Source: an optimization exercise on an open RTL-to-GDS flow (aim: small area). Production flows keep margins and buffers that such runs may drop.
Function was checked by simulation only, so behaviour that the tests miss may differ from the original.
No driver is modelled on the clock port, so clocking that relies on it looks cheaper here than on a real chip.

Setup of lane 4:
==> module draw_line, before the edit <==
module draw_line(clk, rst_n, wea, x, y, m, b, dir, range, index_rd, line_x, line_y, finish);
input             clk, rst_n;
input             wea;
input      [31:0] x, y, m, b, dir, range;
input      [31:0] index_rd;
output     [31:0] line_x, line_y;
output     reg finish;
reg        [31:0] cnt, cnt_upd;
reg        [31:0] x_reg, m_reg, b_reg;
reg               inc, dec;
reg        [4:0]  idx;
always @(posedge clk or negedge rst_n) begin
    if (!rst_n) begin
        cnt     <= 32'd0;
        cnt_upd <= 32'd0;
        finish  <= 1'b0;
    end else begin
        cnt     <= (cnt < range) ? cnt_upd + 32'd1 : cnt_upd;
        cnt_upd <= cnt;
        finish  <= !(cnt < range);
    end
end
always @(posedge clk) begin
    if (wea && !rst_n) begin
        x_reg <= x;
        m_reg <= m;
        b_reg <= b;
        dec   <= (dir == 32'd0);
        inc   <= (dir == 32'd1);
    end
end
always @(posedge clk)
    idx <= index_rd[4:0];
assign line_x = dec ? x_reg - {27'd0, idx} :
                inc ? x_reg + {27'd0, idx} : x_reg;
assign line_y = m_reg * line_x + b_reg;
endmodule
Settings: LEC_CHECK=0, CAP_MARGIN=20, CORE_MARGIN=2, CORE_UTILIZATION=40, SLEW_MARGIN=20; clock period 14.0 ns.
run.sh (not shown) runs the stock make flow with config.mk's settings and CLKGATE_MAP_FILE= SYNTH_SCRIPT=/design/flow/synth_recipe.tcl, a recipe that flattens the netlist after the stock synthesis.
Here is what was changed in the inputs of lane 3 compared with lane 4.
==> flow/design.v <==
`timescale 1ns / 1ps
module draw_line(clk, rst_n, wea, x, y, m, b, dir, range, index_rd, line_x, line_y, finish);
input             clk, rst_n;
input             wea;
input      [31:0] x, y, m, b, dir, range;
input      [31:0] index_rd;
output     [31:0] line_x, line_y;
output     reg finish;
reg        [31:0] cnt, cnt_upd;
reg        [31:0] x_reg, m_reg, acc;
reg               inc, dec;
reg        [4:0]  idx;
reg        [1:0]  ph;
always @(posedge clk or negedge rst_n) begin
    if (!rst_n) begin
        cnt     <= 32'd0;
        cnt_upd <= 32'd0;
        finish  <= 1'b0;
    end else begin
        cnt     <= (cnt < range) ? cnt_upd + 32'd1 : cnt_upd;
        cnt_upd <= cnt;
        finish  <= !(cnt < range);
    end
end
always @(posedge clk or negedge rst_n) begin
    if (!rst_n)
        ph <= 2'd0;
    else if (ph != 2'd2)
        ph <= ph + 2'd1;
end
wire        dec_in = (dir == 32'd0);
wire        inc_in = (dir == 32'd1);
wire [31:0] xs_in  = x - {27'd0, {5{dec_in}}};
wire s0   = !rst_n;                  
wire s1   = rst_n && ph == 2'd0;     
wire s2   = ph == 2'd1;              
wire rd   = !wea || ph == 2'd2;      
wire [4:0]  kk = inc ? idx : dec ? ~idx : 5'd0;
wire [31:0] mop = rd ? m_reg :
                  s0 ? m :
                  s1 ? {m[20:0], 11'd0} : {m[9:0], 22'd0};
wire [10:0] wop = rd ? {6'd0, kk} :
                  s0 ? xs_in[10:0] :
                  s1 ? xs_in[21:11] : {1'b0, xs_in[31:22]};
wire [31:0] aop = (rd || !s0) ? acc : b;
wire [31:0] mac = aop + mop * wop;
always @(posedge clk) begin
    if (wea && !rst_n) begin
        x_reg <= xs_in;
        m_reg <= m;
        dec   <= dec_in;
        inc   <= inc_in;
    end
    if (!rd)
        acc <= mac;
    idx <= index_rd[4:0];
end
assign line_x = x_reg + {27'd0, kk};
assign line_y = mac;
endmodule
--- outcome ---
The sole clean run among lane 3 and lane 4 is lane 4.
Nothing crashed in lane 3 and all stages finished; the problem is that the final layout failed, the offending checks being setup timing.
Of the two values seen for launching instance or port of the critical path, x_reg[2] was produced by lane 4 and dir[27] by lane 3.
Lane 3 vs lane 4 — cell count dropped 12%.
Utilization in lane 3 vs lane 4: up 7.3 points
Compared with lane 4, lane 3 shows total number of cells along the worst setup path higher by 6.
The total number of nets in the final design reported for lane 3 is smaller than that of lane 4 by about 15%.
Compare lane 3 and lane 4 | largest net degree at the start of global routing higher: lane 3
Cell count after synthesis, lane 3 and lane 4: larger value in lane 4
[lane 3 vs lane 4] wire length of the first global-routing pass: lower in lane 3


Another version of the RTL of draw_line (not shown whole).
Size: ~1200 cells after synthesis, about 290 I/O pins.
clock: 14.0 ns
lec_check: 0
cap_margin: 20
core_margin: 2
core_utilization: 40
slew_margin: 20
synth_hierarchical: 1
synth_minimum_keep_size: 0
standard.sh (not shown) runs the stock make flow with config.mk's settings and CLKGATE_MAP_FILE= SYNTH_SCRIPT=/design/flow/synth_recipe.tcl, a recipe that flattens the netlist after the stock synthesis.
==> flow/flow/run.sh <==
#!/bin/bash
# The standard layout (the standard.sh: the standard synthesis and ORFS
# from floorplan to finish), with these changes to how the layout is made:
#  - at the start of the floorplan step, flow/downsize.tcl swaps every
#    combinational cell for the smallest cell of the same function; the
#    timing repair of the floorplan and later steps sizes up what is needed;
#  - the port buffers that global placement adds to every input and output
#    are sky130_fd_sc_hd__buf_1 cells instead of the default buffer;
#  - clock tree synthesis adds no dummy loads and uses clkbuf_8 buffers.
# make's full output goes to flow_make.log in this folder.
set -euo pipefail
here=$(pwd)
bash standard.sh \
  "PRE_FLOORPLAN_TCL=$here/flow/downsize.tcl" \
  "BUFFER_PORTS_ARGS=-buffer_cell sky130_fd_sc_hd__buf_1" \
  "CTS_ARGS=-sink_clustering_enable -repair_clock_nets -dont_use_dummy_load -buf_list sky130_fd_sc_hd__clkbuf_8" \
  finish > flow_make.log 2>&1
==> flow/flow/downsize.tcl <==
# Sized-down start for the resizer: every combinational cell of the
# synthesized netlist is swapped for the smallest cell of the same function
# (same name but for the drive-strength suffix). Registers, tie cells and
# buffers are left as they are. The floorplan's and later stages' timing
# repair then size up what the timing needs.
set db [ord::get_db]
set n 0
set saved 0.0
foreach inst [[ord::get_db_block] getInsts] {
  set mname [[$inst getMaster] getName]
  if {![regexp {^(sky130_fd_sc_hd__([a-z0-9]+))_([0-9]+)$} $mname -> base func drive]} { continue }
  if {[regexp {^(df|edf|sdf|sed|dl|conb|buf|clkbuf|clkdly|dlygate|tap|fill|decap|diode)} $func]} { continue }
  set cur [$inst getMaster]
  set best $cur
  set best_area [expr {[$cur getWidth] * [$cur getHeight]}]
  foreach d {0 1 2 4 6 8 12 16} {
    set cand [$db findMaster "${base}_$d"]
    if {$cand == "NULL" || $cand == ""} { continue }
    set a [expr {[$cand getWidth] * [$cand getHeight]}]
    if {$a < $best_area} { set best $cand; set best_area $a }
  }
  if {$best != $cur} {
    set saved [expr {$saved + [$cur getWidth] * [$cur getHeight] - $best_area}]
    $inst swapMaster $best
    incr n
  }
}
puts "downsize.tcl: swapped $n cells to their smallest size, [expr {$saved / 1e6}] um2 less"
Rerun with:
--- a/flow/design.v
+++ b/flow/design.v
@@ -36,41 +36,34 @@
 end
 wire        start  = wea && !rst_n;
 always @(posedge clk) begin
     if (start)
         ph <= 2'd0;
     else if (ph != 2'd3)
         ph <= ph + 2'd1;
 end
 wire        rd   = !start && ph == 2'd3;
 wire        dneg = rd && dec;
 wire [4:0]  kz   = mv ? idx : 5'd0;
-always @(posedge clk) begin
-    if (start || ph != 2'd3)
-        m_reg <= start ? {m[23:0], m[31:24]} : {m_reg[23:0], m_reg[31:24]};
-end
-wire [31:0] mmask = (ph == 2'd0) ? 32'hFFFFFF00 :
-                    (ph == 2'd1) ? 32'hFFFF0000 :
-                    (ph == 2'd2) ? 32'hFF000000 : 32'hFFFFFFFF;
-wire [31:0] mop = start ? m : (m_reg & mmask);
+reg  [31:0] mop;
 reg  [7:0]  wop;
 reg         wm1;
 wire [31:0] aop = start ? b : acc;
 always @(*) begin
     if (start) begin
-        wop = x[7:0];  wm1 = 1'b0;
+        mop = m;                    wop = x[7:0];  wm1 = 1'b0;
     end else case (ph)
-        2'd0: begin wop = x_reg[15:8];  wm1 = x_reg[7];  end
-        2'd1: begin wop = x_reg[23:16]; wm1 = x_reg[15]; end
-        2'd2: begin wop = x_reg[31:24]; wm1 = x_reg[23]; end
-        default: begin wop = {3'd0, kz}; wm1 = 1'b0; end
+        2'd0: begin mop = {m_reg[23:0], 8'd0};  wop = x_reg[15:8];  wm1 = x_reg[7];  end
+        2'd1: begin mop = {m_reg[15:0], 16'd0}; wop = x_reg[23:16]; wm1 = x_reg[15]; end
+        2'd2: begin mop = {m_reg[7:0], 24'd0};  wop = x_reg[31:24]; wm1 = x_reg[23]; end
+        default: begin mop = m_reg;             wop = {3'd0, kz};   wm1 = 1'b0; end
     endcase
 end
 wire [31:0] mac;
 wire [3:0] one, two, neg;
 wire [31:0] mopn = ~mop;
 wire [8:0] wx = {wop, wm1};
 assign one[0] = wx[1] ^ wx[0];
 assign two[0] = (wx[2] & ~wx[1] & ~wx[0]) | (~wx[2] & wx[1] & wx[0]);
 assign neg[0] = wx[2] ^ dneg;
 wire [31:0] bp0;
 dl_bpp b0_0 (.mn1(mopn[0]), .mn0(1'b1), .onen(~one[0]), .twon(~two[0]), .neg(neg[0]), .p(bp0[0]));
@@ -728,54 +721,46 @@
 assign t334 = t332 & t319;
 wire t335;
 assign t335 = t321 ^ (t308 & t334);
 wire t336;
 assign t336 = t334 & t321;
 wire t337;
 assign t337 = t323 ^ (t308 & t336);
 assign mac = {t337, t335, t333, t331, t329, t327, t325, t324, t306, t304, t302, t300, t298, t296, t294, t293, t274, t272, t270, t268, t266, t264, t262, t261, t243, t241, t239, t237, t235, t233, t231, t229};
 always @(posedge clk) begin
     if (start) begin
         x_reg <= x;
+        m_reg <= m;
         dec   <= (dir == 32'd0);
         mv    <= (dir == 32'd0) || (dir == 32'd1);
     end
     if (start || ph != 2'd3)
         acc <= mac;
     idx <= index_rd[4:0];
 end
-wire [32:0] lxc;
-assign lxc[0] = dec;
-generate for (gi = 0; gi < 5; gi = gi + 1) begin : g_lxl
-    dl_fa u (.a(x_reg[gi]), .b(kz[gi] ^ dec), .c(lxc[gi]), .s(line_x[gi]), .co(lxc[gi+1]));
-end endgenerate
-wire        lxu = lxc[5] ^ dec;
-wire [27:0] lxh;
-assign lxh[0] = lxu;
-generate for (gi = 0; gi < 27; gi = gi + 1) begin : g_lxh
-    dl_ud u (.x(x_reg[5+gi]), .dec(dec), .c(lxh[gi]), .y(line_x[5+gi]), .co(lxh[gi+1]));
+wire [5:0]  lx_lo = {1'b0, x_reg[4:0]} + {1'b0, kz ^ {5{dec}}} + {5'd0, dec};
+wire [27:0] lxc;
+assign lxc[0] = lx_lo[5] ^ dec;
+assign line_x[4:0] = lx_lo[4:0];
+generate for (gi = 0; gi < 27; gi = gi + 1) begin : g_lx
+    assign line_x[5+gi] = x_reg[5+gi] ^ lxc[gi];
+    assign lxc[gi+1]    = lxc[gi] & (x_reg[5+gi] ^ dec);
 end endgenerate
 assign line_y = mac;
 endmodule
 module dl_fa(a, b, c, s, co);
 input  a, b, c;
 output s, co;
 assign s  = a ^ b ^ c;
 assign co = (a & b) | (a & c) | (b & c);
 endmodule
 module dl_ha(a, b, s, co);
 input  a, b;
 output s, co;
 assign s  = a ^ b;
 assign co = a & b;
 endmodule
-module dl_ud(x, dec, c, y, co);
-input  x, dec, c;
-output y, co;
-assign y  = x ^ c;
-assign co = c & (x ^ dec);
-endmodule
 module dl_bpp(mn1, mn0, onen, twon, neg, p);
 input  mn1, mn0, onen, twon, neg;
 output p;
 assign p = ~((mn1 | onen) & (mn0 | twon)) ^ neg;
 endmodule
The changed run ran to the end with no violations; via count rose by a little under a tenth; final area rose slightly; cell count rose by a few percent; setup slack improved by 66 ps; non-clock buffer count fell by 8; utilization fell by 0.51 points; die area rose by a few percent; fmax rose slightly.


Another version of the RTL of draw_line (not shown whole).
Size in the first run: roughly 1100 cells after synthesis, roughly 290 I/O pins, about 13000 um^2 of cells after synthesis.
==> flow/config.mk <==
export PLATFORM = sky130hd
export DESIGN_NAME = draw_line
export DESIGN_NICKNAME = draw_line
export VERILOG_FILES = /design/flow/design.v
export SDC_FILE = /design/flow/constraint.sdc
export NUM_CORES = 4
export LEC_CHECK = 0
export CAP_MARGIN = 20
export CORE_MARGIN = 2
export CORE_UTILIZATION = 40
export SLEW_MARGIN = 20
export SYNTH_HIERARCHICAL = 1
export SYNTH_MINIMUM_KEEP_SIZE = 0
==> flow/constraint.sdc <==
create_clock -name core_clock -period 14.0 [get_ports {clk}]
set_input_delay 2.8000 -clock core_clock [delete_from_list [all_inputs] [get_ports {clk}]]
set_output_delay 2.8000 -clock core_clock [all_outputs]
set_load 0.01 [all_outputs]
==> flow/flow/run.sh <==
#!/bin/bash
# The standard layout (the standard.sh: the standard synthesis and ORFS
# from floorplan to finish), with these changes to how the layout is made:
#  - at the start of the floorplan step, flow/downsize.tcl swaps every
#    combinational cell for the smallest cell of the same function; the
#    timing repair of the floorplan and later steps sizes up what is needed;
#  - the port buffers that global placement adds to every input and output
#    are sky130_fd_sc_hd__buf_1 cells instead of the default buffer;
set -euo pipefail
here=$(pwd)
bash standard.sh \
  "PRE_FLOORPLAN_TCL=$here/flow/downsize.tcl" \
  "POST_CTS_TCL=$here/flow/clkfix.tcl" \
  "BUFFER_PORTS_ARGS=-buffer_cell sky130_fd_sc_hd__buf_1" \
  "CTS_ARGS=-sink_clustering_enable -repair_clock_nets -dont_use_dummy_load -buf_list sky130_fd_sc_hd__clkbuf_8" \
  finish > flow_make.log 2>&1
==> flow/flow/clkfix.tcl <==
estimate_parasitics -placement
set fix [dict create]
foreach p [get_pins -hierarchical */CLK] {
  set v [get_property $p slew_max_rise]
  set v2 [get_property $p slew_max_fall]
  if {$v2 > $v} { set v $v2 }
  if {$v > 0.115} {
    foreach d [get_pins -of_objects [get_nets -of_objects $p] -filter "direction==output"] {
      dict set fix [get_full_name [get_cells -of_objects $d]] 1
    }
  }
}
set n 0
foreach name [dict keys $fix] {
  set inst [get_cells $name]
  if {[string match "sky130_fd_sc_hd__clkbuf_*" [get_property $inst ref_name]] &&
      [get_property $inst ref_name] ne "sky130_fd_sc_hd__clkbuf_16"} {
    replace_cell $inst sky130_fd_sc_hd__clkbuf_16
    incr n
  }
}
if {$n > 0} {
  detailed_placement
  estimate_parasitics -placement
}
puts "clkfix.tcl: swapped $n clock buffers for clkbuf_16"
Scripts as last shown in full above: flow/flow/downsize.tcl
The baseline finished with timing, DRC and antenna clean.
Then changed:
--- a/flow/design.v
+++ b/flow/design.v
@@ -7,13 +7,13 @@
 output     [31:0] line_x, line_y;
 output     reg finish;
 reg        [31:0] cnt, cnt_upd;
 reg        [31:0] x_reg, m_reg, acc;
 reg               mv, dec;
 reg        [4:0]  idx;
-reg        [1:0]  ph;
+reg        [2:0]  ph;
 genvar gi;
 wire [32:0] ltc;
 assign ltc[0] = 1'b0;
 generate for (gi = 0; gi < 32; gi = gi + 1) begin : g_lt
     assign ltc[gi+1] = (range[gi] & ~cnt[gi]) | (range[gi] & ltc[gi]) | (~cnt[gi] & ltc[gi]);
 end endgenerate
@@ -34,38 +34,40 @@
         finish  <= !lt;
     end
 end
 wire        start  = wea && !rst_n;
 always @(posedge clk) begin
     if (start)
-        ph <= 2'd0;
-    else if (ph != 2'd3)
-        ph <= ph + 2'd1;
+        ph <= 3'd0;
+    else if (!ph[2])
+        ph <= ph + 3'd1;
 end
-wire        rd   = !start && ph == 2'd3;
+wire        rd   = ph[2];
+wire [1:0]  st   = ph[1:0];
 wire        dneg = rd && dec;
 wire [4:0]  kz   = mv ? idx : 5'd0;
 always @(posedge clk) begin
-    if (start || ph != 2'd3)
-        m_reg <= start ? {m[23:0], m[31:24]} : {m_reg[23:0], m_reg[31:24]};
+    if (start || !rd)
+        m_reg <= start ? m : {m_reg[23:0], m_reg[31:24]};
 end
-wire [31:0] mmask = (ph == 2'd0) ? 32'hFFFFFF00 :
-                    (ph == 2'd1) ? 32'hFFFF0000 :
-                    (ph == 2'd2) ? 32'hFF000000 : 32'hFFFFFFFF;
-wire [31:0] mop = start ? m : (m_reg & mmask);
+wire [2:0]  keep;
+assign keep[0] = rd || st == 2'd0;
+assign keep[1] = rd || st <= 2'd1;
+assign keep[2] = rd || st <= 2'd2;
+wire [31:0] mop = m_reg & {8'hFF, {8{keep[2]}}, {8{keep[1]}}, {8{keep[0]}}};
+wire [31:0] aop = acc;
 reg  [7:0]  wop;
 reg         wm1;
-wire [31:0] aop = start ? b : acc;
 always @(*) begin
-    if (start) begin
-        wop = x[7:0];  wm1 = 1'b0;
-    end else case (ph)
-        2'd0: begin wop = x_reg[15:8];  wm1 = x_reg[7];  end
-        2'd1: begin wop = x_reg[23:16]; wm1 = x_reg[15]; end
-        2'd2: begin wop = x_reg[31:24]; wm1 = x_reg[23]; end
-        default: begin wop = {3'd0, kz}; wm1 = 1'b0; end
+    if (rd) begin
+        wop = {3'd0, kz};      wm1 = 1'b0;
+    end else case (st)
+        2'd0: begin wop = x_reg[7:0];   wm1 = 1'b0;      end
+        2'd1: begin wop = x_reg[15:8];  wm1 = x_reg[7];  end
+        2'd2: begin wop = x_reg[23:16]; wm1 = x_reg[15]; end
+        default: begin wop = x_reg[31:24]; wm1 = x_reg[23]; end
     endcase
 end
 wire [31:0] mac;
 wire [3:0] one, two, neg;
 wire [31:0] mopn = ~mop;
 wire [8:0] wx = {wop, wm1};
@@ -641,17 +643,17 @@
 always @(posedge clk) begin
     if (start) begin
         x_reg <= x;
         dec   <= (dir == 32'd0);
         mv    <= (dir == 32'd0) || (dir == 32'd1);
     end
-    if (start || ph != 2'd3)
-        acc <= mac;
+    if (start || !rd)
+        acc <= start ? b : mac;
     idx <= index_rd[4:0];
 end
-wire [32:0] lxc;
+wire [5:0]  lxc;
 assign lxc[0] = dec;
 generate for (gi = 0; gi < 5; gi = gi + 1) begin : g_lxl
     dl_fa u (.a(x_reg[gi]), .b(kz[gi] ^ dec), .c(lxc[gi]), .s(line_x[gi]), .co(lxc[gi+1]));
 end endgenerate
 wire        lxu = lxc[5] ^ dec;
 wire [27:0] lxh;
=> Worst setup slack gets better by 0.54 ns. First-iteration DRC count decreases by 2.3%. Core utilization shrinks by 0.86 points. Count of clock-buffer cells in the layout does not change. Global-route usage stays flat. Fmax rises by 4.2%. Final cell count falls by 1.5%. Die area went down by 0.31%.

[re-timing with driven ports]
The flow's constraints put no driver on any port. The routed layouts listed below were extracted and timed again, unchanged, in two steps.
Step 1 (the two cells are an assumption about what drives the block):
set clk [get_ports {clk}]
set_driving_cell -lib_cell sky130_fd_sc_hd__clkbuf_16 $clk
set_driving_cell -lib_cell sky130_fd_sc_hd__buf_2 [delete_from_list [all_inputs] $clk]
Step 2 also shifts input and output timing later by t, the mid clock arrival at the registers, as if the neighbouring blocks saw the same clock.
a / b / c = ideal / step 1 / step 2; a / b = the first two.
run | shift t [ns] | slack for setup (ns) | worst register clock-pin slew, ns | worst data-port slew with drivers (ns)
lane 4 | 0.552 | 0.369 / 0.308 / 0.860 | 0.11 / 0.11 | 0.12
lane 3 | 0.519 | -0.128 / -0.150 / -0.150 | 0.08 / 0.08 | 0.13
the first run of note 2 | 0.528 | 0.418 / 0.398 / 0.398 | 0.10 / 0.10 | 0.08
the second run of note 2 | 0.518 | 0.484 / 0.463 / 0.463 | 0.11 / 0.11 | 0.08
the first run of note 3 | 0.518 | 0.551 / 0.527 / 0.527 | 0.10 / 0.10 | 0.07
the second run of note 3 | 0.524 | 1.095 / 1.047 / 1.572 | 0.10 / 0.10 | 0.10
The setup slack of the first run of note 3, which loses most, moves by -0.024 ns with the drivers and by -0.024 ns with both steps.
